Context: an optimization exercise on an open-source flow, tuned for small area, a short achievable clock period and few clock cycles. The choices shown serve that exercise and are no tape-out recipe.
At most, simulation tests tie the RTL to the original design; equivalence was not proved.

// FFT16_stream
module FFT16_stream (
	input             i_clk,
	input             i_rst,
	input             i_valid,
	input      [15:0] i_re,
	input      [15:0] i_im,
	output            o_ready,
	output reg        o_valid,
	output reg [15:0] o_re,
	output reg [15:0] o_im
);
Size: ~69 I/O pins, ~56000 um^2 of cells after synthesis.
export LEC_CHECK = 0
export CAP_MARGIN = 20
export CORE_MARGIN = 2
export CORE_UTILIZATION = 70
export CTS_CLUSTER_DIAMETER = 80
export CTS_CLUSTER_SIZE = 25
export PLACE_DENSITY = 0.8
export SETUP_SLACK_MARGIN = 5
export SLEW_MARGIN = 20
export TNS_END_PERCENT = 0
create_clock -name core_clock -period 10.0 [get_ports {i_clk}]
standard.sh (not shown) runs the stock make flow with config.mk's settings and CLKGATE_MAP_FILE= SYNTH_SCRIPT=/design/flow/synth_recipe.tcl, a recipe that flattens the netlist after the stock synthesis.
==> flow/flow/run.sh <==
#!/bin/bash
# standard flow with a larger setup-slack margin for timing repair
sed 's/SETUP_SLACK_MARGIN=5 /SETUP_SLACK_MARGIN=6.7 /' standard.sh > standard_m.sh
bash standard_m.sh > flow.log 2>&1
Testbench counts at the start, summed over its fixed seeds: cycles 3,360.
==> next run, changes <==
Settings changed: TNS_END_PERCENT 0 to default.
After rerunning: The new run passed the timing, DRC and antenna checks; register-to-register slack gains 0.25 ns; hold slack gets better by 0.010 ns; synthesized area does not change; design area came out higher by 1.5%; global-route usage went up by 0.46 points.
==> next run, changes <==
Settings changed: TNS_END_PERCENT from default to 30.
Effect:
- final area drops slightly
- via count climbs slightly
- critical path depth does not change

========
FFT16_stream, a different RTL version from the one above (not shown whole).
Size in the first run: roughly 1400 flip-flops, roughly 69 I/O pins, ~57000 um^2 of cells after synthesis.
clock: 10.0 ns
lec_check: 0
cap_margin: 20
core_margin: 2
core_utilization: 70
cts_cluster_diameter: 70
cts_cluster_size: 30
place_density: 0.8
setup_slack_margin: 5
slew_margin: 20
Scripts as last shown in full above: flow/flow/run.sh
The starting point passed the timing, DRC and antenna checks.
Next try:
CTS_CLUSTER_DIAMETER = 80   (was 70)
CTS_CLUSTER_SIZE = 25   (was 30)
Cell area is about the same.
Worst setup slack barely changes.
Fmax barely changes.
Area after synthesis stays the same.
Cell count stays flat.
Die area stays the same.
Utilization went up by 0.20 points.
Function was not checked in any run of this note: the RTL went through the layout flow alone.

========
## run 1
FFT16_stream, a different RTL version from the one above (not shown whole).
Size in the first run: ~5300 cells after synthesis, ~56000 sq um of cells after synthesis.
==> flow/design.v (excerpt) <==
module FFT16_stream (
	input             i_clk,
	input             i_rst,
	input             i_valid,
	input      [15:0] i_re,
	input      [15:0] i_im,
	output            o_ready,
	output reg        o_valid,
	output reg [15:0] o_re,
	output reg [15:0] o_im
);
export LEC_CHECK = 0
export CAP_MARGIN = 20
export CORE_MARGIN = 2
export CORE_UTILIZATION = 70
export CTS_CLUSTER_DIAMETER = 80
export CTS_CLUSTER_SIZE = 25
export PLACE_DENSITY = 0.8
export SETUP_SLACK_MARGIN = 5
export SLEW_MARGIN = 20
create_clock -name core_clock -period 10.0 [get_ports {i_clk}]
Scripts as last shown in full above: flow/flow/run.sh
Run 1 | stages: all done | timing, DRC, antenna: all pass
Changes in run 2 relative to run 1:
Settings: a change of CTS_CLUSTER_SIZE from 25 to 30; a change of CTS_CLUSTER_DIAMETER from 80 to 70.
Run 2 completed; timing, DRC and antenna clean. After detailed routing, run 1 needs more wire than run 2. On global routing usage on met3: between run 2 and run 1, it ends up higher for run 1. In the tables for run 2 and run 1, final clock period utilization by the worst path reads lower with run 1. Re number of signal-net buffers in the layout: run 2 and run 1 aren't equal, and the higher value belongs to run 2. Any difference in standard cell area after detailed placement between run 1 and run 2 is small enough to ignore.
[inputs] run 3 vs run 2
Settings: swapping 20 for 5 in CAP_MARGIN; swapping 20 for 5 in SLEW_MARGIN; swapping 70 for 80 in CTS_CLUSTER_DIAMETER; swapping 30 for 25 in CTS_CLUSTER_SIZE.
## What came out
- Summary of run 3 over run 2: via count normalized by instance count level, non-clock buffer area fraction after layout neither gained nor lost much, final routed wire length divided by cell count +about 0.7%.
- From run 3 to run 2, final weighted congestion in routability-driven placement did not move at all.
- [compare] base=run 2 new=run 3: achievable frequency moved up.
- Via count delta (run 2 -> run 3): insignificant
No functional check of the RTL was part of any run of this note.

separate check: timing with driven ports:
No port has a modelled driver above. Below, the same layouts with a new extraction and two added sets of constraints. Step 1, drivers: a clkbuf_16 drives i_clk and a buf_2 each remaining input, both assumed. Step 2, shift: input delay + t, output delay - t, t = (earliest + latest rising clock arrival at the registers) / 2. This alone moves slack from input paths to output paths. a / b / c = ideal / step 1 / step 2; a / b = the first two.
run	t (ns)	slack for setup (ns)	slew at the worst register clock pin (ns)	worst data-port slew with drivers (ns)
the first run of note 1	0.708	6.431 / 6.363 / 6.359	0.10 / 0.10	0.04
the second run of note 1	0.712	6.730 / 6.660 / 6.315	0.10 / 0.10	0.05
the third run of note 1	0.707	6.518 / 6.452 / 6.360	0.10 / 0.10	0.04
the first run of note 2	0.736	6.714 / 6.657 / 6.400	0.11 / 0.11	0.05
the second run of note 2	0.708	6.713 / 6.642 / 6.361	0.11 / 0.11	0.05
run 1	0.706	6.468 / 6.468 / 6.453	0.10 / 0.10	0.04
run 2	0.740	6.440 / 6.440 / 6.440	0.11 / 0.11	0.04
run 3	0.705	6.469 / 6.469 / 6.453	0.10 / 0.10	0.04
After both steps every run listed still meets setup and hold. For the second run of note 1, which loses most, drivers alone change the setup slack by -0.070 ns; drivers and shift together by -0.415 ns.
